From an optimization exercise on the open Yosys and OpenROAD flow, aimed at small area and a short achievable clock period; shortcuts taken in it are not production practice. Only simulation tests tie the RTL to the original design; equivalence was not proved.

==> flow/design.v (outline; a module is shown in full before it is edited, if it fits) <==
// module mul32: 3459 lines
// module mul32_fa: 10 lines
module mul32 (
    input  wire         clk,
    input  wire [31:0]  A,
    input  wire [31:0]  B,
    output wire [63:0]  C
);
  // ...
==> flow/flow/run.sh <==
#!/bin/bash
# The standard layout, with plain buffers (buf_2) on the ports instead of the
# delay-cell buffers ORFS picks by default. Everything else is the standard flow's flow.
set -euo pipefail
bash standard.sh "BUFFER_PORTS_ARGS=-buffer_cell sky130_fd_sc_hd__buf_2" finish > standard_flow.log 2>&1
==> flow/standard.sh <==
#!/bin/bash
# synth_recipe.tcl (not shown) runs the flow's synth.tcl, then flattens the netlist and writes it again
# the make line also repeats each setting of config.mk as NAME=value (left out here)
make -C /OpenROAD-flow-scripts/flow DESIGN_CONFIG=/design/flow/config.mk WORK_HOME=/design/flow/orfs CLKGATE_MAP_FILE= SYNTH_SCRIPT=/design/flow/synth_recipe.tcl "${@:-finish}"
==> flow/config.mk <==
export PLATFORM = sky130hd
export DESIGN_NAME = mul32
export DESIGN_NICKNAME = mul32
export VERILOG_FILES = /design/flow/design.v
export SDC_FILE = /design/flow/constraint.sdc
export NUM_CORES = 4
export LEC_CHECK = 0
export CAP_MARGIN = 20
export CORE_MARGIN = 2
export CORE_UTILIZATION = 40
export SETUP_SLACK_MARGIN = 5
export SLEW_MARGIN = 20
export SYNTH_HIERARCHICAL = 1
==> flow/constraint.sdc <==
create_clock -name core_clock -period 10.5 [get_ports {clk}]
set_input_delay 2.1000 -clock core_clock [delete_from_list [all_inputs] [get_ports {clk}]]
set_output_delay 2.1000 -clock core_clock [all_outputs]
set_load 0.01 [all_outputs]
==> results.tsv, run 1 <==
metric	value	unit
crit_start	ra[26]	
ctsRootBufferMaster	clkbuf_16	
synth-simple-area-share	4.57	%
worst_pin_slew	1.22	ns
timing.hold.worst_path_depth	1	
area_share_nonclk_buffers	5.22	%
status	no timing/DRC/antenna violations	
timing.critical_path.fanout_max	32	
numCtsBuffers	17	
max_stage_delay	0.57	ns
largest_family_of_logic_cells_by_synthesized_area	adder cells	
yosysWarnings	7	
use_met1	37.9	%
drt_pre_antenna_iters	22	
distinct_cells_synth	53	
clock_path_buffers	2	
num_io_pins	129	
placeableCoreArea	59000	um2
dpl.cell_count	2856	
clockBufferCount	18	
floorplan.tapcells	773	
criticalPathCategory	reg -> reg	
multiInputGateArea	18900	um2
period_share	51.4	%
crit_slowest_cell	fa_1	
==> run 2, diff against run 1 <==
--- a/flow/design.v
+++ b/flow/design.v
@@ -2881,16 +2881,32 @@
     wire b2_g21 = c1356 & s1357;
     wire b2_p21 = c1356 ^ s1357;
     wire b2_g22 = c1358 & s1359;
     wire b2_p22 = c1358 ^ s1359;
     wire b2_g23 = c1360 & s1361;
     wire b2_p23 = c1360 ^ s1361;
     wire b2_g24 = c1362 & s1363;
     wire b2_p24 = c1362 ^ s1363;
+    wire b2_g25 = c1364 & s1365;
+    wire b2_p25 = c1364 ^ s1365;
+    wire b2_g26 = c1366 & s1367;
+    wire b2_p26 = c1366 ^ s1367;
+    wire b2_g27 = c1368 & s1369;
+    wire b2_p27 = c1368 ^ s1369;
+    wire b2_g28 = c1370 & s1371;
+    wire b2_p28 = c1370 ^ s1371;
+    wire b2_g29 = c1372 & s1373;
+    wire b2_p29 = c1372 ^ s1373;
+    wire b2_g30 = c1374 & s1375;
+    wire b2_p30 = c1374 ^ s1375;
+    wire b2_g31 = c1376 & s1377;
+    wire b2_p31 = c1376 ^ s1377;
+    wire b2_g32 = c1378 & s1379;
+    wire b2_p32 = c1378 ^ s1379;
     wire b2_G1_1 = b2_g1 | (b2_p1 & b2_g0);
     wire b2_P1_1 = b2_p1 & b2_p0;
     wire b2_G1_2 = b2_g2 | (b2_p2 & b2_g1);
     wire b2_P1_2 = b2_p2 & b2_p1;
     wire b2_G1_3 = b2_g3 | (b2_p3 & b2_g2);
     wire b2_P1_3 = b2_p3 & b2_p2;
     wire b2_G1_4 = b2_g4 | (b2_p4 & b2_g3);
     wire b2_P1_4 = b2_p4 & b2_p3;
@@ -2929,16 +2945,32 @@
     wire b2_G1_21 = b2_g21 | (b2_p21 & b2_g20);
     wire b2_P1_21 = b2_p21 & b2_p20;
     wire b2_G1_22 = b2_g22 | (b2_p22 & b2_g21);
     wire b2_P1_22 = b2_p22 & b2_p21;
     wire b2_G1_23 = b2_g23 | (b2_p23 & b2_g22);
     wire b2_P1_23 = b2_p23 & b2_p22;
     wire b2_G1_24 = b2_g24 | (b2_p24 & b2_g23);
     wire b2_P1_24 = b2_p24 & b2_p23;
+    wire b2_G1_25 = b2_g25 | (b2_p25 & b2_g24);
+    wire b2_P1_25 = b2_p25 & b2_p24;
+    wire b2_G1_26 = b2_g26 | (b2_p26 & b2_g25);
+    wire b2_P1_26 = b2_p26 & b2_p25;
+    wire b2_G1_27 = b2_g27 | (b2_p27 & b2_g26);
+    wire b2_P1_27 = b2_p27 & b2_p26;
+    wire b2_G1_28 = b2_g28 | (b2_p28 & b2_g27);
+    wire b2_P1_28 = b2_p28 & b2_p27;
+    wire b2_G1_29 = b2_g29 | (b2_p29 & b2_g28);
+    wire b2_P1_29 = b2_p29 & b2_p28;
+    wire b2_G1_30 = b2_g30 | (b2_p30 & b2_g29);
+    wire b2_P1_30 = b2_p30 & b2_p29;
+    wire b2_G1_31 = b2_g31 | (b2_p31 & b2_g30);
+    wire b2_P1_31 = b2_p31 & b2_p30;
+    wire b2_G1_32 = b2_g32 | (b2_p32 & b2_g31);
+    wire b2_P1_32 = b2_p32 & b2_p31;
     wire b2_G2_2 = b2_G1_2 | (b2_P1_2 & b2_g0);
     wire b2_P2_2 = b2_P1_2 & b2_p0;
     wire b2_G2_3 = b2_G1_3 | (b2_P1_3 & b2_G1_1);
     wire b2_P2_3 = b2_P1_3 & b2_P1_1;
     wire b2_G2_4 = b2_G1_4 | (b2_P1_4 & b2_G1_2);
     wire b2_P2_4 = b2_P1_4 & b2_P1_2;
     wire b2_G2_5 = b2_G1_5 | (b2_P1_5 & b2_G1_3);
     wire b2_P2_5 = b2_P1_5 & b2_P1_3;
@@ -2975,16 +3007,32 @@
     wire b2_G2_21 = b2_G1_21 | (b2_P1_21 & b2_G1_19);
     wire b2_P2_21 = b2_P1_21 & b2_P1_19;
     wire b2_G2_22 = b2_G1_22 | (b2_P1_22 & b2_G1_20);
     wire b2_P2_22 = b2_P1_22 & b2_P1_20;
     wire b2_G2_23 = b2_G1_23 | (b2_P1_23 & b2_G1_21);
     wire b2_P2_23 = b2_P1_23 & b2_P1_21;
     wire b2_G2_24 = b2_G1_24 | (b2_P1_24 & b2_G1_22);
     wire b2_P2_24 = b2_P1_24 & b2_P1_22;
+    wire b2_G2_25 = b2_G1_25 | (b2_P1_25 & b2_G1_23);
+    wire b2_P2_25 = b2_P1_25 & b2_P1_23;
+    wire b2_G2_26 = b2_G1_26 | (b2_P1_26 & b2_G1_24);
+    wire b2_P2_26 = b2_P1_26 & b2_P1_24;
+    wire b2_G2_27 = b2_G1_27 | (b2_P1_27 & b2_G1_25);
+    wire b2_P2_27 = b2_P1_27 & b2_P1_25;
+    wire b2_G2_28 = b2_G1_28 | (b2_P1_28 & b2_G1_26);
+    wire b2_P2_28 = b2_P1_28 & b2_P1_26;
+    wire b2_G2_29 = b2_G1_29 | (b2_P1_29 & b2_G1_27);
+    wire b2_P2_29 = b2_P1_29 & b2_P1_27;
+    wire b2_G2_30 = b2_G1_30 | (b2_P1_30 & b2_G1_28);
+    wire b2_P2_30 = b2_P1_30 & b2_P1_28;
+    wire b2_G2_31 = b2_G1_31 | (b2_P1_31 & b2_G1_29);
+    wire b2_P2_31 = b2_P1_31 & b2_P1_29;
+    wire b2_G2_32 = b2_G1_32 | (b2_P1_32 & b2_G1_30);
+    wire b2_P2_32 = b2_P1_32 & b2_P1_30;
     wire b2_G3_4 = b2_G2_4 | (b2_P2_4 & b2_g0);
     wire b2_P3_4 = b2_P2_4 & b2_p0;
     wire b2_G3_5 = b2_G2_5 | (b2_P2_5 & b2_G1_1);
     wire b2_P3_5 = b2_P2_5 & b2_P1_1;
     wire b2_G3_6 = b2_G2_6 | (b2_P2_6 & b2_G2_2);
     wire b2_P3_6 = b2_P2_6 & b2_P2_2;
     wire b2_G3_7 = b2_G2_7 | (b2_P2_7 & b2_G2_3);
     wire b2_P3_7 = b2_P2_7 & b2_P2_3;
@@ -3017,16 +3065,32 @@
     wire b2_G3_21 = b2_G2_21 | (b2_P2_21 & b2_G2_17);
     wire b2_P3_21 = b2_P2_21 & b2_P2_17;
     wire b2_G3_22 = b2_G2_22 | (b2_P2_22 & b2_G2_18);
     wire b2_P3_22 = b2_P2_22 & b2_P2_18;
     wire b2_G3_23 = b2_G2_23 | (b2_P2_23 & b2_G2_19);
     wire b2_P3_23 = b2_P2_23 & b2_P2_19;
     wire b2_G3_24 = b2_G2_24 | (b2_P2_24 & b2_G2_20);
     wire b2_P3_24 = b2_P2_24 & b2_P2_20;
+    wire b2_G3_25 = b2_G2_25 | (b2_P2_25 & b2_G2_21);
+    wire b2_P3_25 = b2_P2_25 & b2_P2_21;
+    wire b2_G3_26 = b2_G2_26 | (b2_P2_26 & b2_G2_22);
+    wire b2_P3_26 = b2_P2_26 & b2_P2_22;
+    wire b2_G3_27 = b2_G2_27 | (b2_P2_27 & b2_G2_23);
+    wire b2_P3_27 = b2_P2_27 & b2_P2_23;
+    wire b2_G3_28 = b2_G2_28 | (b2_P2_28 & b2_G2_24);
+    wire b2_P3_28 = b2_P2_28 & b2_P2_24;
+    wire b2_G3_29 = b2_G2_29 | (b2_P2_29 & b2_G2_25);
+    wire b2_P3_29 = b2_P2_29 & b2_P2_25;
+    wire b2_G3_30 = b2_G2_30 | (b2_P2_30 & b2_G2_26);
+    wire b2_P3_30 = b2_P2_30 & b2_P2_26;
+    wire b2_G3_31 = b2_G2_31 | (b2_P2_31 & b2_G2_27);
+    wire b2_P3_31 = b2_P2_31 & b2_P2_27;
+    wire b2_G3_32 = b2_G2_32 | (b2_P2_32 & b2_G2_28);
+    wire b2_P3_32 = b2_P2_32 & b2_P2_28;
     wire b2_G4_8 = b2_G3_8 | (b2_P3_8 & b2_g0);
     wire b2_P4_8 = b2_P3_8 & b2_p0;
     wire b2_G4_9 = b2_G3_9 | (b2_P3_9 & b2_G1_1);
     wire b2_P4_9 = b2_P3_9 & b2_P1_1;
     wire b2_G4_10 = b2_G3_10 | (b2_P3_10 & b2_G2_2);
     wire b2_P4_10 = b2_P3_10 & b2_P2_2;
     wire b2_G4_11 = b2_G3_11 | (b2_P3_11 & b2_G2_3);
     wire b2_P4_11 = b2_P3_11 & b2_P2_3;
@@ -3051,16 +3115,32 @@
     wire b2_G4_21 = b2_G3_21 | (b2_P3_21 & b2_G3_13);
     wire b2_P4_21 = b2_P3_21 & b2_P3_13;
     wire b2_G4_22 = b2_G3_22 | (b2_P3_22 & b2_G3_14);
     wire b2_P4_22 = b2_P3_22 & b2_P3_14;
     wire b2_G4_23 = b2_G3_23 | (b2_P3_23 & b2_G3_15);
     wire b2_P4_23 = b2_P3_23 & b2_P3_15;
     wire b2_G4_24 = b2_G3_24 | (b2_P3_24 & b2_G3_16);
     wire b2_P4_24 = b2_P3_24 & b2_P3_16;
+    wire b2_G4_25 = b2_G3_25 | (b2_P3_25 & b2_G3_17);
+    wire b2_P4_25 = b2_P3_25 & b2_P3_17;
+    wire b2_G4_26 = b2_G3_26 | (b2_P3_26 & b2_G3_18);
+    wire b2_P4_26 = b2_P3_26 & b2_P3_18;
+    wire b2_G4_27 = b2_G3_27 | (b2_P3_27 & b2_G3_19);
+    wire b2_P4_27 = b2_P3_27 & b2_P3_19;
+    wire b2_G4_28 = b2_G3_28 | (b2_P3_28 & b2_G3_20);
+    wire b2_P4_28 = b2_P3_28 & b2_P3_20;
+    wire b2_G4_29 = b2_G3_29 | (b2_P3_29 & b2_G3_21);
+    wire b2_P4_29 = b2_P3_29 & b2_P3_21;
+    wire b2_G4_30 = b2_G3_30 | (b2_P3_30 & b2_G3_22);
+    wire b2_P4_30 = b2_P3_30 & b2_P3_22;
+    wire b2_G4_31 = b2_G3_31 | (b2_P3_31 & b2_G3_23);
+    wire b2_P4_31 = b2_P3_31 & b2_P3_23;
+    wire b2_G4_32 = b2_G3_32 | (b2_P3_32 & b2_G3_24);
+    wire b2_P4_32 = b2_P3_32 & b2_P3_24;
     wire b2_G5_16 = b2_G4_16 | (b2_P4_16 & b2_g0);
     wire b2_P5_16 = b2_P4_16 & b2_p0;
     wire b2_G5_17 = b2_G4_17 | (b2_P4_17 & b2_G1_1);
     wire b2_P5_17 = b2_P4_17 & b2_P1_1;
     wire b2_G5_18 = b2_G4_18 | (b2_P4_18 & b2_G2_2);
     wire b2_P5_18 = b2_P4_18 & b2_P2_2;
     wire b2_G5_19 = b2_G4_19 | (b2_P4_19 & b2_G2_3);
     wire b2_P5_19 = b2_P4_19 & b2_P2_3;
@@ -3069,16 +3149,34 @@
     wire b2_G5_21 = b2_G4_21 | (b2_P4_21 & b2_G3_5);
     wire b2_P5_21 = b2_P4_21 & b2_P3_5;
     wire b2_G5_22 = b2_G4_22 | (b2_P4_22 & b2_G3_6);
     wire b2_P5_22 = b2_P4_22 & b2_P3_6;
     wire b2_G5_23 = b2_G4_23 | (b2_P4_23 & b2_G3_7);
     wire b2_P5_23 = b2_P4_23 & b2_P3_7;
     wire b2_G5_24 = b2_G4_24 | (b2_P4_24 & b2_G4_8);
     wire b2_P5_24 = b2_P4_24 & b2_P4_8;
+    wire b2_G5_25 = b2_G4_25 | (b2_P4_25 & b2_G4_9);
+    wire b2_P5_25 = b2_P4_25 & b2_P4_9;
+    wire b2_G5_26 = b2_G4_26 | (b2_P4_26 & b2_G4_10);
+    wire b2_P5_26 = b2_P4_26 & b2_P4_10;
+    wire b2_G5_27 = b2_G4_27 | (b2_P4_27 & b2_G4_11);
+    wire b2_P5_27 = b2_P4_27 & b2_P4_11;
+    wire b2_G5_28 = b2_G4_28 | (b2_P4_28 & b2_G4_12);
+    wire b2_P5_28 = b2_P4_28 & b2_P4_12;
+    wire b2_G5_29 = b2_G4_29 | (b2_P4_29 & b2_G4_13);
+    wire b2_P5_29 = b2_P4_29 & b2_P4_13;
+    wire b2_G5_30 = b2_G4_30 | (b2_P4_30 & b2_G4_14);
+    wire b2_P5_30 = b2_P4_30 & b2_P4_14;
+    wire b2_G5_31 = b2_G4_31 | (b2_P4_31 & b2_G4_15);
+    wire b2_P5_31 = b2_P4_31 & b2_P4_15;
+    wire b2_G5_32 = b2_G4_32 | (b2_P4_32 & b2_G4_16);
+    wire b2_P5_32 = b2_P4_32 & b2_P4_16;
+    wire b2_G6_32 = b2_G5_32 | (b2_P5_32 & b2_g0);
+    wire b2_P6_32 = b2_P5_32 & b2_p0;
     wire b2_s0 = b2_p0;
     wire b2_s1 = b2_p1 ^ b2_g0;
     wire b2_s2 = b2_p2 ^ b2_G1_1;
     wire b2_s3 = b2_p3 ^ b2_G2_2;
     wire b2_s4 = b2_p4 ^ b2_G2_3;
     wire b2_s5 = b2_p5 ^ b2_G3_4;
     wire b2_s6 = b2_p6 ^ b2_G3_5;
     wire b2_s7 = b2_p7 ^ b2_G3_6;
@@ -3094,32 +3192,40 @@
     wire b2_s17 = b2_p17 ^ b2_G5_16;
     wire b2_s18 = b2_p18 ^ b2_G5_17;
     wire b2_s19 = b2_p19 ^ b2_G5_18;
     wire b2_s20 = b2_p20 ^ b2_G5_19;
     wire b2_s21 = b2_p21 ^ b2_G5_20;
     wire b2_s22 = b2_p22 ^ b2_G5_21;
     wire b2_s23 = b2_p23 ^ b2_G5_22;
     wire b2_s24 = b2_p24 ^ b2_G5_23;
-    wire b3_g0 = c1364 & s1365;
-    wire b3_p0 = c1364 ^ s1365;
-    wire b3_g1 = c1366 & s1367;
-    wire b3_p1 = c1366 ^ s1367;
-    wire b3_g2 = c1368 & s1369;
-    wire b3_p2 = c1368 ^ s1369;
-    wire b3_g3 = c1370 & s1371;
-    wire b3_p3 = c1370 ^ s1371;
-    wire b3_g4 = c1372 & s1373;
-    wire b3_p4 = c1372 ^ s1373;
-    wire b3_g5 = c1374 & s1375;
-    wire b3_p5 = c1374 ^ s1375;
-    wire b3_g6 = c1376 & s1377;
-    wire b3_p6 = c1376 ^ s1377;
-    wire b3_g7 = c1378 & s1379;
-    wire b3_p7 = c1378 ^ s1379;
+    wire b2_s25 = b2_p25 ^ b2_G5_24;
+    wire b2_s26 = b2_p26 ^ b2_G5_25;
+    wire b2_s27 = b2_p27 ^ b2_G5_26;
+    wire b2_s28 = b2_p28 ^ b2_G5_27;
+    wire b2_s29 = b2_p29 ^ b2_G5_28;
+    wire b2_s30 = b2_p30 ^ b2_G5_29;
+    wire b2_s31 = b2_p31 ^ b2_G5_30;
+    wire b2_s32 = b2_p32 ^ b2_G5_31;
+    wire b3_g0 = c1380 & s1381;
+    wire b3_p0 = c1380 ^ s1381;
+    wire b3_g1 = c1382 & s1383;
+    wire b3_p1 = c1382 ^ s1383;
+    wire b3_g2 = c1384 & s1385;
+    wire b3_p2 = c1384 ^ s1385;
+    wire b3_g3 = c1386 & s1387;
+    wire b3_p3 = c1386 ^ s1387;
+    wire b3_g4 = c1388 & s1389;
+    wire b3_p4 = c1388 ^ s1389;
+    wire b3_g5 = c1390 & s1391;
+    wire b3_p5 = c1390 ^ s1391;
+    wire b3_g6 = c1392 & s1393;
+    wire b3_p6 = c1392 ^ s1393;
+    wire b3_g7 = c1394 & s1395;
+    wire b3_p7 = c1394 ^ s1395;
     wire b3_G1_1 = b3_g1 | (b3_p1 & b3_g0);
     wire b3_P1_1 = b3_p1 & b3_p0;
     wire b3_G1_2 = b3_g2 | (b3_p2 & b3_g1);
     wire b3_P1_2 = b3_p2 & b3_p1;
     wire b3_G1_3 = b3_g3 | (b3_p3 & b3_g2);
     wire b3_P1_3 = b3_p3 & b3_p2;
     wire b3_G1_4 = b3_g4 | (b3_p4 & b3_g3);
     wire b3_P1_4 = b3_p4 & b3_p3;
@@ -3152,32 +3258,32 @@
     wire b3_s0 = b3_p0;
     wire b3_s1 = b3_p1 ^ b3_g0;
     wire b3_s2 = b3_p2 ^ b3_G1_1;
     wire b3_s3 = b3_p3 ^ b3_G2_2;
     wire b3_s4 = b3_p4 ^ b3_G2_3;
     wire b3_s5 = b3_p5 ^ b3_G3_4;
     wire b3_s6 = b3_p6 ^ b3_G3_5;
     wire b3_s7 = b3_p7 ^ b3_G3_6;
-    wire b4_g0 = c1380 & s1381;
-    wire b4_p0 = c1380 ^ s1381;
-    wire b4_g1 = c1382 & s1383;
-    wire b4_p1 = c1382 ^ s1383;
-    wire b4_g2 = c1384 & s1385;
-    wire b4_p2 = c1384 ^ s1385;
-    wire b4_g3 = c1386 & s1387;
-    wire b4_p3 = c1386 ^ s1387;
-    wire b4_g4 = c1388 & s1389;
-    wire b4_p4 = c1388 ^ s1389;
-    wire b4_g5 = c1390 & s1391;
-    wire b4_p5 = c1390 ^ s1391;
-    wire b4_g6 = c1392 & s1393;
-    wire b4_p6 = c1392 ^ s1393;
-    wire b4_g7 = c1394 & s1395;
-    wire b4_p7 = c1394 ^ s1395;
+    wire b4_g0 = c1396 & s1397;
+    wire b4_p0 = c1396 ^ s1397;
+    wire b4_g1 = c1398 & s1399;
+    wire b4_p1 = c1398 ^ s1399;
+    wire b4_g2 = c1400 & s1401;
+    wire b4_p2 = c1400 ^ s1401;
+    wire b4_g3 = c1402 & s1403;
+    wire b4_p3 = c1402 ^ s1403;
+    wire b4_g4 = c1404 & s1405;
+    wire b4_p4 = c1404 ^ s1405;
+    wire b4_g5 = c1406 & s1407;
+    wire b4_p5 = c1406 ^ s1407;
+    wire b4_g6 = c1408 & s1409;
+    wire b4_p6 = c1408 ^ s1409;
+    wire b4_g7 = c1410 & s1411;
+    wire b4_p7 = c1410 ^ s1411;
     wire b4_G1_1 = b4_g1 | (b4_p1 & b4_g0);
     wire b4_P1_1 = b4_p1 & b4_p0;
     wire b4_G1_2 = b4_g2 | (b4_p2 & b4_g1);
     wire b4_P1_2 = b4_p2 & b4_p1;
     wire b4_G1_3 = b4_g3 | (b4_p3 & b4_g2);
     wire b4_P1_3 = b4_p3 & b4_p2;
     wire b4_G1_4 = b4_g4 | (b4_p4 & b4_g3);
     wire b4_P1_4 = b4_p4 & b4_p3;
@@ -3210,32 +3316,32 @@
     wire b4_s0 = b4_p0;
     wire b4_s1 = b4_p1 ^ b4_g0;
     wire b4_s2 = b4_p2 ^ b4_G1_1;
     wire b4_s3 = b4_p3 ^ b4_G2_2;
     wire b4_s4 = b4_p4 ^ b4_G2_3;
     wire b4_s5 = b4_p5 ^ b4_G3_4;
     wire b4_s6 = b4_p6 ^ b4_G3_5;
     wire b4_s7 = b4_p7 ^ b4_G3_6;
-    wire b5_g0 = c1396 & s1397;
-    wire b5_p0 = c1396 ^ s1397;
-    wire b5_g1 = c1398 & s1399;
-    wire b5_p1 = c1398 ^ s1399;
-    wire b5_g2 = c1400 & s1401;
-    wire b5_p2 = c1400 ^ s1401;
-    wire b5_g3 = c1402 & s1403;
-    wire b5_p3 = c1402 ^ s1403;
-    wire b5_g4 = c1404 & s1405;
-    wire b5_p4 = c1404 ^ s1405;
-    wire b5_g5 = c1406 & s1407;
-    wire b5_p5 = c1406 ^ s1407;
-    wire b5_g6 = c1408 & s1409;
-    wire b5_p6 = c1408 ^ s1409;
-    wire b5_g7 = c1410 & s1411;
-    wire b5_p7 = c1410 ^ s1411;
+    wire b5_g0 = c1412 & s1413;
+    wire b5_p0 = c1412 ^ s1413;
+    wire b5_g1 = c1414 & s1415;
+    wire b5_p1 = c1414 ^ s1415;
+    wire b5_g2 = c1416 & s1417;
+    wire b5_p2 = c1416 ^ s1417;
+    wire b5_g3 = c1418 & s1419;
+    wire b5_p3 = c1418 ^ s1419;
+    wire b5_g4 = c1420 & s1421;
+    wire b5_p4 = c1420 ^ s1421;
+    wire b5_g5 = c1422 & s1423;
+    wire b5_p5 = c1422 ^ s1423;
+    wire b5_g6 = c1424 & s1425;
+    wire b5_p6 = c1424 ^ s1425;
+    wire b5_g7 = c1426 & s1427;
+    wire b5_p7 = c1426 ^ s1427;
     wire b5_G1_1 = b5_g1 | (b5_p1 & b5_g0);
     wire b5_P1_1 = b5_p1 & b5_p0;
     wire b5_G1_2 = b5_g2 | (b5_p2 & b5_g1);
     wire b5_P1_2 = b5_p2 & b5_p1;
     wire b5_G1_3 = b5_g3 | (b5_p3 & b5_g2);
     wire b5_P1_3 = b5_p3 & b5_p2;
     wire b5_G1_4 = b5_g4 | (b5_p4 & b5_g3);
     wire b5_P1_4 = b5_p4 & b5_p3;
@@ -3268,32 +3374,32 @@
     wire b5_s0 = b5_p0;
     wire b5_s1 = b5_p1 ^ b5_g0;
     wire b5_s2 = b5_p2 ^ b5_G1_1;
     wire b5_s3 = b5_p3 ^ b5_G2_2;
     wire b5_s4 = b5_p4 ^ b5_G2_3;
     wire b5_s5 = b5_p5 ^ b5_G3_4;
     wire b5_s6 = b5_p6 ^ b5_G3_5;
     wire b5_s7 = b5_p7 ^ b5_G3_6;
-    wire b6_g0 = c1412 & s1413;
-    wire b6_p0 = c1412 ^ s1413;
-    wire b6_g1 = c1414 & s1415;
-    wire b6_p1 = c1414 ^ s1415;
-    wire b6_g2 = c1416 & s1417;
-    wire b6_p2 = c1416 ^ s1417;
-    wire b6_g3 = c1418 & s1419;
-    wire b6_p3 = c1418 ^ s1419;
-    wire b6_g4 = c1420 & s1421;
-    wire b6_p4 = c1420 ^ s1421;
-    wire b6_g5 = c1422 & s1423;
-    wire b6_p5 = c1422 ^ s1423;
-    wire b6_g6 = c1424 & s1425;
-    wire b6_p6 = c1424 ^ s1425;
-    wire b6_g7 = c1426 & s1427;
-    wire b6_p7 = c1426 ^ s1427;
+    wire b6_g0 = c1428 & s1429;
+    wire b6_p0 = c1428 ^ s1429;
+    wire b6_g1 = c1430 & s1431;
+    wire b6_p1 = c1430 ^ s1431;
+    wire b6_g2 = c1432 & s1433;
+    wire b6_p2 = c1432 ^ s1433;
+    wire b6_g3 = c1434 & s1435;
+    wire b6_p3 = c1434 ^ s1435;
+    wire b6_g4 = c1436 & s1437;
+    wire b6_p4 = c1436 ^ s1437;
+    wire b6_g5 = c1438 & s1439;
+    wire b6_p5 = c1438 ^ s1439;
+    wire b6_g6 = c1440 & pp543;
+    wire b6_p6 = c1440 ^ pp543;
+    wire b6_g7 = pp544 & 1'b1;
+    wire b6_p7 = pp544 ^ 1'b1;
     wire b6_G1_1 = b6_g1 | (b6_p1 & b6_g0);
     wire b6_P1_1 = b6_p1 & b6_p0;
     wire b6_G1_2 = b6_g2 | (b6_p2 & b6_g1);
     wire b6_P1_2 = b6_p2 & b6_p1;
     wire b6_G1_3 = b6_g3 | (b6_p3 & b6_g2);
     wire b6_P1_3 = b6_p3 & b6_p2;
     wire b6_G1_4 = b6_g4 | (b6_p4 & b6_g3);
     wire b6_P1_4 = b6_p4 & b6_p3;
@@ -3326,141 +3432,69 @@
     wire b6_s0 = b6_p0;
     wire b6_s1 = b6_p1 ^ b6_g0;
     wire b6_s2 = b6_p2 ^ b6_G1_1;
     wire b6_s3 = b6_p3 ^ b6_G2_2;
     wire b6_s4 = b6_p4 ^ b6_G2_3;
     wire b6_s5 = b6_p5 ^ b6_G3_4;
     wire b6_s6 = b6_p6 ^ b6_G3_5;
     wire b6_s7 = b6_p7 ^ b6_G3_6;
-    wire b7_g0 = c1428 & s1429;
-    wire b7_p0 = c1428 ^ s1429;
-    wire b7_g1 = c1430 & s1431;
-    wire b7_p1 = c1430 ^ s1431;
-    wire b7_g2 = c1432 & s1433;
-    wire b7_p2 = c1432 ^ s1433;
-    wire b7_g3 = c1434 & s1435;
-    wire b7_p3 = c1434 ^ s1435;
-    wire b7_g4 = c1436 & s1437;
-    wire b7_p4 = c1436 ^ s1437;
-    wire b7_g5 = c1438 & s1439;
-    wire b7_p5 = c1438 ^ s1439;
-    wire b7_g6 = c1440 & pp543;
-    wire b7_p6 = c1440 ^ pp543;
-    wire b7_g7 = pp544 & 1'b1;
-    wire b7_p7 = pp544 ^ 1'b1;
-    wire b7_G1_1 = b7_g1 | (b7_p1 & b7_g0);
-    wire b7_P1_1 = b7_p1 & b7_p0;
-    wire b7_G1_2 = b7_g2 | (b7_p2 & b7_g1);
-    wire b7_P1_2 = b7_p2 & b7_p1;
-    wire b7_G1_3 = b7_g3 | (b7_p3 & b7_g2);
-    wire b7_P1_3 = b7_p3 & b7_p2;
-    wire b7_G1_4 = b7_g4 | (b7_p4 & b7_g3);
-    wire b7_P1_4 = b7_p4 & b7_p3;
-    wire b7_G1_5 = b7_g5 | (b7_p5 & b7_g4);
-    wire b7_P1_5 = b7_p5 & b7_p4;
-    wire b7_G1_6 = b7_g6 | (b7_p6 & b7_g5);
-    wire b7_P1_6 = b7_p6 & b7_p5;
-    wire b7_G1_7 = b7_g7 | (b7_p7 & b7_g6);
-    wire b7_P1_7 = b7_p7 & b7_p6;
-    wire b7_G2_2 = b7_G1_2 | (b7_P1_2 & b7_g0);
-    wire b7_P2_2 = b7_P1_2 & b7_p0;
-    wire b7_G2_3 = b7_G1_3 | (b7_P1_3 & b7_G1_1);
-    wire b7_P2_3 = b7_P1_3 & b7_P1_1;
-    wire b7_G2_4 = b7_G1_4 | (b7_P1_4 & b7_G1_2);
-    wire b7_P2_4 = b7_P1_4 & b7_P1_2;
-    wire b7_G2_5 = b7_G1_5 | (b7_P1_5 & b7_G1_3);
-    wire b7_P2_5 = b7_P1_5 & b7_P1_3;
-    wire b7_G2_6 = b7_G1_6 | (b7_P1_6 & b7_G1_4);
-    wire b7_P2_6 = b7_P1_6 & b7_P1_4;
-    wire b7_G2_7 = b7_G1_7 | (b7_P1_7 & b7_G1_5);
-    wire b7_P2_7 = b7_P1_7 & b7_P1_5;
-    wire b7_G3_4 = b7_G2_4 | (b7_P2_4 & b7_g0);
-    wire b7_P3_4 = b7_P2_4 & b7_p0;
-    wire b7_G3_5 = b7_G2_5 | (b7_P2_5 & b7_G1_1);
-    wire b7_P3_5 = b7_P2_5 & b7_P1_1;
-    wire b7_G3_6 = b7_G2_6 | (b7_P2_6 & b7_G2_2);
-    wire b7_P3_6 = b7_P2_6 & b7_P2_2;
-    wire b7_G3_7 = b7_G2_7 | (b7_P2_7 & b7_G2_3);
-    wire b7_P3_7 = b7_P2_7 & b7_P2_3;
-    wire b7_s0 = b7_p0;
-    wire b7_s1 = b7_p1 ^ b7_g0;
-    wire b7_s2 = b7_p2 ^ b7_G1_1;
-    wire b7_s3 = b7_p3 ^ b7_G2_2;
-    wire b7_s4 = b7_p4 ^ b7_G2_3;
-    wire b7_s5 = b7_p5 ^ b7_G3_4;
-    wire b7_s6 = b7_p6 ^ b7_G3_5;
-    wire b7_s7 = b7_p7 ^ b7_G3_6;
     reg  [63:0] s0;
-    reg  [4:0] g;
-    reg  [4:1] p;
+    reg  [3:0] g;
+    reg  [3:1] p;
     always @(posedge clk) begin
-        s0 <= {b7_s7, b7_s6, b7_s5, b7_s4, b7_s3, b7_s2, b7_s1, b7_s0, b6_s7, b6_s6, b6_s5, b6_s4, b6_s3, b6_s2, b6_s1, b6_s0, b5_s7, b5_s6, b5_s5, b5_s4, b5_s3, b5_s2, b5_s1, b5_s0, b4_s7, b4_s6, b4_s5, b4_s4, b4_s3, b4_s2, b4_s1, b4_s0, b3_s7, b3_s6, b3_s5, b3_s4, b3_s3, b3_s2, b3_s1, b3_s0, b2_s24, b2_s23, b2_s22, b2_s21, b2_s20, b2_s19, b2_s18, b2_s17, b2_s16, b2_s15, b2_s14, b2_s13, b2_s12, b2_s11, b2_s10, b2_s9, b2_s8, b2_s7, b2_s6, b2_s5, b2_s4, b2_s3, b2_s2, b2_s1};
-        g <= {b6_G3_7, b5_G3_7, b4_G3_7, b3_G3_7, b2_G5_24};
-        p <= {b6_P3_7, b5_P3_7, b4_P3_7, b3_P3_7};
+        s0 <= {b6_s7, b6_s6, b6_s5, b6_s4, b6_s3, b6_s2, b6_s1, b6_s0, b5_s7, b5_s6, b5_s5, b5_s4, b5_s3, b5_s2, b5_s1, b5_s0, b4_s7, b4_s6, b4_s5, b4_s4, b4_s3, b4_s2, b4_s1, b4_s0, b3_s7, b3_s6, b3_s5, b3_s4, b3_s3, b3_s2, b3_s1, b3_s0, b2_s32, b2_s31, b2_s30, b2_s29, b2_s28, b2_s27, b2_s26, b2_s25, b2_s24, b2_s23, b2_s22, b2_s21, b2_s20, b2_s19, b2_s18, b2_s17, b2_s16, b2_s15, b2_s14, b2_s13, b2_s12, b2_s11, b2_s10, b2_s9, b2_s8, b2_s7, b2_s6, b2_s5, b2_s4, b2_s3, b2_s2, b2_s1};
+        g <= {b5_G3_7, b4_G3_7, b3_G3_7, b2_G6_32};
+        p <= {b5_P3_7, b4_P3_7, b3_P3_7};
     end
     wire cg1_1 = g[1] | (p[1] & g[0]);
     wire cg1_2 = g[2] | (p[2] & g[1]);
     wire cp1_2 = p[2] & p[1];
     wire cg1_3 = g[3] | (p[3] & g[2]);
     wire cp1_3 = p[3] & p[2];
-    wire cg1_4 = g[4] | (p[4] & g[3]);
-    wire cp1_4 = p[4] & p[3];
     wire cg2_2 = cg1_2 | (cp1_2 & g[0]);
     wire cg2_3 = cg1_3 | (cp1_3 & cg1_1);
-    wire cg2_4 = cg1_4 | (cp1_4 & cg1_2);
-    wire cp2_4 = cp1_4 & cp1_2;
-    wire cg3_4 = cg2_4 | (cp2_4 & g[0]);
-    wire [5:1] cin;
+    wire [4:1] cin;
     assign cin[1] = g[0];
     assign cin[2] = cg1_1;
     assign cin[3] = cg2_2;
     assign cin[4] = cg2_3;
-    assign cin[5] = cg3_4;
-    assign C[23:0] = ~s0[23:0];
-    assign C[24] = ~s0[24] ^ cin[1];
-    assign C[25] = ~s0[25] ^ (cin[1] & (&s0[24:24]));
-    assign C[26] = ~s0[26] ^ (cin[1] & (&s0[25:24]));
-    assign C[27] = ~s0[27] ^ (cin[1] & (&s0[26:24]));
-    assign C[28] = ~s0[28] ^ (cin[1] & (&s0[27:24]));
-    assign C[29] = ~s0[29] ^ (cin[1] & (&s0[28:24]));
-    assign C[30] = ~s0[30] ^ (cin[1] & (&s0[29:24]));
-    assign C[31] = ~s0[31] ^ (cin[1] & (&s0[30:24]));
-    assign C[32] = ~s0[32] ^ cin[2];
-    assign C[33] = ~s0[33] ^ (cin[2] & (&s0[32:32]));
-    assign C[34] = ~s0[34] ^ (cin[2] & (&s0[33:32]));
-    assign C[35] = ~s0[35] ^ (cin[2] & (&s0[34:32]));
-    assign C[36] = ~s0[36] ^ (cin[2] & (&s0[35:32]));
-    assign C[37] = ~s0[37] ^ (cin[2] & (&s0[36:32]));
-    assign C[38] = ~s0[38] ^ (cin[2] & (&s0[37:32]));
-    assign C[39] = ~s0[39] ^ (cin[2] & (&s0[38:32]));
-    assign C[40] = ~s0[40] ^ cin[3];
-    assign C[41] = ~s0[41] ^ (cin[3] & (&s0[40:40]));
-    assign C[42] = ~s0[42] ^ (cin[3] & (&s0[41:40]));
-    assign C[43] = ~s0[43] ^ (cin[3] & (&s0[42:40]));
-    assign C[44] = ~s0[44] ^ (cin[3] & (&s0[43:40]));
-    assign C[45] = ~s0[45] ^ (cin[3] & (&s0[44:40]));
-    assign C[46] = ~s0[46] ^ (cin[3] & (&s0[45:40]));
-    assign C[47] = ~s0[47] ^ (cin[3] & (&s0[46:40]));
-    assign C[48] = ~s0[48] ^ cin[4];
-    assign C[49] = ~s0[49] ^ (cin[4] & (&s0[48:48]));
-    assign C[50] = ~s0[50] ^ (cin[4] & (&s0[49:48]));
-    assign C[51] = ~s0[51] ^ (cin[4] & (&s0[50:48]));
-    assign C[52] = ~s0[52] ^ (cin[4] & (&s0[51:48]));
-    assign C[53] = ~s0[53] ^ (cin[4] & (&s0[52:48]));
-    assign C[54] = ~s0[54] ^ (cin[4] & (&s0[53:48]));
-    assign C[55] = ~s0[55] ^ (cin[4] & (&s0[54:48]));
-    assign C[56] = ~s0[56] ^ cin[5];
-    assign C[57] = ~s0[57] ^ (cin[5] & (&s0[56:56]));
-    assign C[58] = ~s0[58] ^ (cin[5] & (&s0[57:56]));
-    assign C[59] = ~s0[59] ^ (cin[5] & (&s0[58:56]));
-    assign C[60] = ~s0[60] ^ (cin[5] & (&s0[59:56]));
-    assign C[61] = ~s0[61] ^ (cin[5] & (&s0[60:56]));
-    assign C[62] = ~s0[62] ^ (cin[5] & (&s0[61:56]));
-    assign C[63] = ~s0[63] ^ (cin[5] & (&s0[62:56]));
+    assign C[31:0] = ~s0[31:0];
+    assign C[32] = ~s0[32] ^ cin[1];
+    assign C[33] = ~s0[33] ^ (cin[1] & (&s0[32:32]));
+    assign C[34] = ~s0[34] ^ (cin[1] & (&s0[33:32]));
+    assign C[35] = ~s0[35] ^ (cin[1] & (&s0[34:32]));
+    assign C[36] = ~s0[36] ^ (cin[1] & (&s0[35:32]));
+    assign C[37] = ~s0[37] ^ (cin[1] & (&s0[36:32]));
+    assign C[38] = ~s0[38] ^ (cin[1] & (&s0[37:32]));
+    assign C[39] = ~s0[39] ^ (cin[1] & (&s0[38:32]));
+    assign C[40] = ~s0[40] ^ cin[2];
+    assign C[41] = ~s0[41] ^ (cin[2] & (&s0[40:40]));
+    assign C[42] = ~s0[42] ^ (cin[2] & (&s0[41:40]));
+    assign C[43] = ~s0[43] ^ (cin[2] & (&s0[42:40]));
+    assign C[44] = ~s0[44] ^ (cin[2] & (&s0[43:40]));
+    assign C[45] = ~s0[45] ^ (cin[2] & (&s0[44:40]));
+    assign C[46] = ~s0[46] ^ (cin[2] & (&s0[45:40]));
+    assign C[47] = ~s0[47] ^ (cin[2] & (&s0[46:40]));
+    assign C[48] = ~s0[48] ^ cin[3];
+    assign C[49] = ~s0[49] ^ (cin[3] & (&s0[48:48]));
+    assign C[50] = ~s0[50] ^ (cin[3] & (&s0[49:48]));
+    assign C[51] = ~s0[51] ^ (cin[3] & (&s0[50:48]));
+    assign C[52] = ~s0[52] ^ (cin[3] & (&s0[51:48]));
+    assign C[53] = ~s0[53] ^ (cin[3] & (&s0[52:48]));
+    assign C[54] = ~s0[54] ^ (cin[3] & (&s0[53:48]));
+    assign C[55] = ~s0[55] ^ (cin[3] & (&s0[54:48]));
+    assign C[56] = ~s0[56] ^ cin[4];
+    assign C[57] = ~s0[57] ^ (cin[4] & (&s0[56:56]));
+    assign C[58] = ~s0[58] ^ (cin[4] & (&s0[57:56]));
+    assign C[59] = ~s0[59] ^ (cin[4] & (&s0[58:56]));
+    assign C[60] = ~s0[60] ^ (cin[4] & (&s0[59:56]));
+    assign C[61] = ~s0[61] ^ (cin[4] & (&s0[60:56]));
+    assign C[62] = ~s0[62] ^ (cin[4] & (&s0[61:56]));
+    assign C[63] = ~s0[63] ^ (cin[4] & (&s0[62:56]));
 endmodule
 module mul32_fa (
     input  wire a,
     input  wire b,
     input  wire c,
     output wire s,
     output wire co
 );
==> run 2 against run 1 <==
  * Critical endpoint is now g[0]
  * Design area hardly changed
  * Synthesized cell count fell by 0.47%
  * Worst setup slack worse by 0.031 ns
  * Wire length is 2.2% lower
==> results.tsv, run 2 <==
metric	value	unit	change
status	no timing/DRC/antenna violations		
grt_usage	31.1	%	
cts_tree	yes		
vias_per_cell	7.66		
final_critical_path_setup_slack	5.07	ns	
biggestRegsByFlops	s0: 64 flops, r3a: 34 flops, ra: 31 flops		
criticalPathCategory	reg -> reg		
postSynth.topFlopCell	dfxtp_1		
layout_common_cells	a222oi_1 (496), fa_1 (447), dfxtp_1 (153)		
finalCriticalPeriod	5.43	ns	
grt_first_pass_wirelength	143000	um	
synth-seq-cells	184		
clock_path_buffers	2		unchanged
antenna_found_initial	1		
max_stage_delay	1.11	ns	+0.54 ns
design.final.nets	2716		
critical_path.startpoint_type	flop		
timing.critical_path.fanout_max	16		-50%
synth.most_common_cell	a222oi_1		
die_w	248	um	
cap_viol_max_count	0		
top_register	s0		
fin_worst_skew	0.0184	ns	
crit_slowest_cell	dfxtp_1		
final_cell_count_no_fill	2890		
setup_repair_after_global_routing_missed_its_margin	true		
floorplan.initialDensity	40.4	%	
report.final.setup_viol	0		
synth.top_cells.by_count	a222oi_1 (496), fa_1 (453), clkbuf_1 (293), dfxtp_1 (184), ha_1 (97)		
syn_area	23700	um2	
post_synthesis_mean_instance_area	11.1	um2	
worst_path_buffer_plus_inverter_count	0		
num_io_pins	129		unchanged
worst_ep_arrival_time	5.83	ns	
largest_register_ffs	64		
synthToLayoutAreaGrowth	9.00	%	
ctsRootBufferMaster	clkbuf_16		
hold_path.class	reg -> reg		
post-place-ws	4.66	ns	
synth_seq_area_share	15.5	%	
synth_top_area_share	38.2	%	
wp_depth	13		
slew_viol_final	0		
cts.clk_slew.worst_paths	0.07	ns	
postSynthCellCount	2133		
timing.hold.worst_path_depth	2		+1
row_count	89		
detailedPlacementHpwl	57900	um	
mostFrequentLayoutCell	a222oi_1		
drt-total-wl	94100	um	
fp.dieH	248	um	
drive_above_1_share	15.0	%	
num_vias	22143		
period_share	51.7	%	+0.29 points
route.detailed.drc	0		
worst_path_dominant_cell_family	adder cells		
critical_path_required	10.90	ns	
synthArstFlopShare	0	%	
drt_pre_antenna_iters	22		unchanged
synth_top_cells_by_area	fa_1 (38%), a222oi_1 (21%), dfxtp_1 (16%), ha_1 (5.1%), clkbuf_1 (4.6%)		
postPlaceCellArea	25000	um2	
fmax	184	MHz	
clock_sink_count	184		
number_of_flops_mapped_to_enable_cells_by_yosys	0		
placeableCoreArea	58800	um2	-0.38%
numCtsBuffers	17		unchanged
timing.setup.tns	0	ns	
grt_max_degree	35		
grt_remaining_overflow	0		
critPathCaptureType	flop		
worst_pin_slew	1.18	ns	-0.0407 ns
detail_route.iter0.violations	7518		
h-tree-depth	4		
clock_latency	0.52	ns	
gp_congestion	0.929		
distinct_cells_synth	56		+5.7%
stdcell_area	25900	um2	
ff2ff_path_depth	13		
dieArea	61300	um2	
grt_pass1_vias	23706		
dpl.cell_count	2854		-0.070%
hold_viol	0		
layout.core_utilization	44.0	%	
cell_type_contributing_the_most_total_cell_area_after_synthesis	fa_1		
yosysWarnings	7		unchanged
numPortBuffers	128		
timing.critical_path.cells	a222oi_1 -> fa_1 -> fa_1 -> fa_1 -> fa_1 -> fa_1 -> ha_1 -> a21o_1 -> a21oi_1 -> o21ai_0 -> a211oi_4 -> o21ai_2 -> a21o_1		
final_antenna_net_count	0		
slew-limit-headroom	21.0	%	
wire_per_inst	32.5	um	
worst_path_most_repeated_cell	fa_1		
[run 2: per-stage QoR]
| stage | hold slack, ns |
|---|---|
| after floorplan | 0.502 |
| after global placement | 0.697 |
| after detailed placement | 0.705 |
| after CTS | 0.712 |
| after global routing | 0.744 |
| final | 0.705 |
[run 2: per-layer routing]
| metal | part of all wire (%) | up-vias | track usage [%] |
|---|---|---|---|
| li1 | - | 8409 | - |
| met3 | 16 | 606 | 13.6 |
| met2 | 43 | 2367 | 45.2 |
| met5 | 0.039 | - | 0.636 |
| met1 | 33 | 10759 | 37.1 |
| met4 | 7.8 | 2 | 20.6 |
[run 2: final timing paths]
path,slack [ns],from,endpoint
setup / recovery,5.07,r3a[7],g[0]
hold reg to reg,0.70,s3[0],s0[0]
setup reg to reg,5.07,r3a[7],g[0]
hold / removal,0.70,s3[0],s0[0]
[run 2: final cells by class]
cell class | instances | area [um2]
Inverter | 85 | 319
Timing Repair Buffer | 215 | 1450
Tap cell | 773 | 967
Antenna cell | 3 | 7.51
Sequential cell | 184 | 3740
Clock inverter | 13 | 130
Clock buffer | 19 | 453
Fill cell | 5531 | 32900
Multi-Input combinational cell | 1598 | 18800
[run 2: cell families after synthesis]
logic type / share of synthesized area, %
adders and majority gates: 43.3
DFF: 15.5
xor gates and xnor gates: 3.80
other: 0.0158
buffers and inverters: 5.98
AOI/OAI and AO/OA: 26.9
and+or+nand+nor: 4.37
muxes: 0.127
[run 2: what timing repair did]
| item | CTS | global route |
|---|---|---|
| resized for setup | 12 | 74 |
| pin swaps | 0 | 45 |
| setup buffers | 0 | 1 |
| hold buffers | 0 | 0 |
| endpoints found under the setup margin | 15 | 17 |
[run 2: Yosys stat by module, one instance, submodules excluded]
module | copies in the design | flip-flops and latches | cell area [um2] | cells inside
mul32 | 1 | 184 | 14800 | 1685
mul32_fa | 448 | 0 | 20.0 | 1
[run 2: worst reg2reg max path, stage by stage (launching register included)]
cell,delay (ns)
dfxtp_1,1.11
a222oi_1,0.29
fa_1,0.52
fa_1,0.45
fa_1,0.48
fa_1,0.53
fa_1,0.42
ha_1,0.35
a21o_1,0.19
a21oi_1,0.18
o21ai_0,0.15
a211oi_4,0.36
o21ai_2,0.13
a21o_1,0.18

## port drivers added, routing unchanged
In the flow no input, the clock included, has a driving cell. The finished layouts below were timed again as built, in two steps. Step 1 assumes that a clkbuf_16 drives the clock port and a buf_2 every other input. Step 2, shift: input delay + t, output delay - t, t = (earliest + latest rising clock arrival at the registers) / 2. This alone moves slack from input paths to output paths. a / b / c = ideal / step 1 / step 2; a / b = the first two.
run | t (ns) | setup slack, ns | worst hold slack (ns) | worst setup path at the end | clock arrival spread, ns
run 1 | 0.554 | 5.099 / 5.099 / 4.778 | 0.518 / 0.518 / 0.518 | input to register | 0.020 / 0.021
run 2 | 0.575 | 5.068 / 5.068 / 5.068 | 0.705 / 0.705 / 0.705 | register to register | 0.018 / 0.019
After both steps setup and hold are still met in every run listed. The setup slack of run 1, which loses most, moves by 0.000 ns with the drivers and by -0.321 ns with both steps.
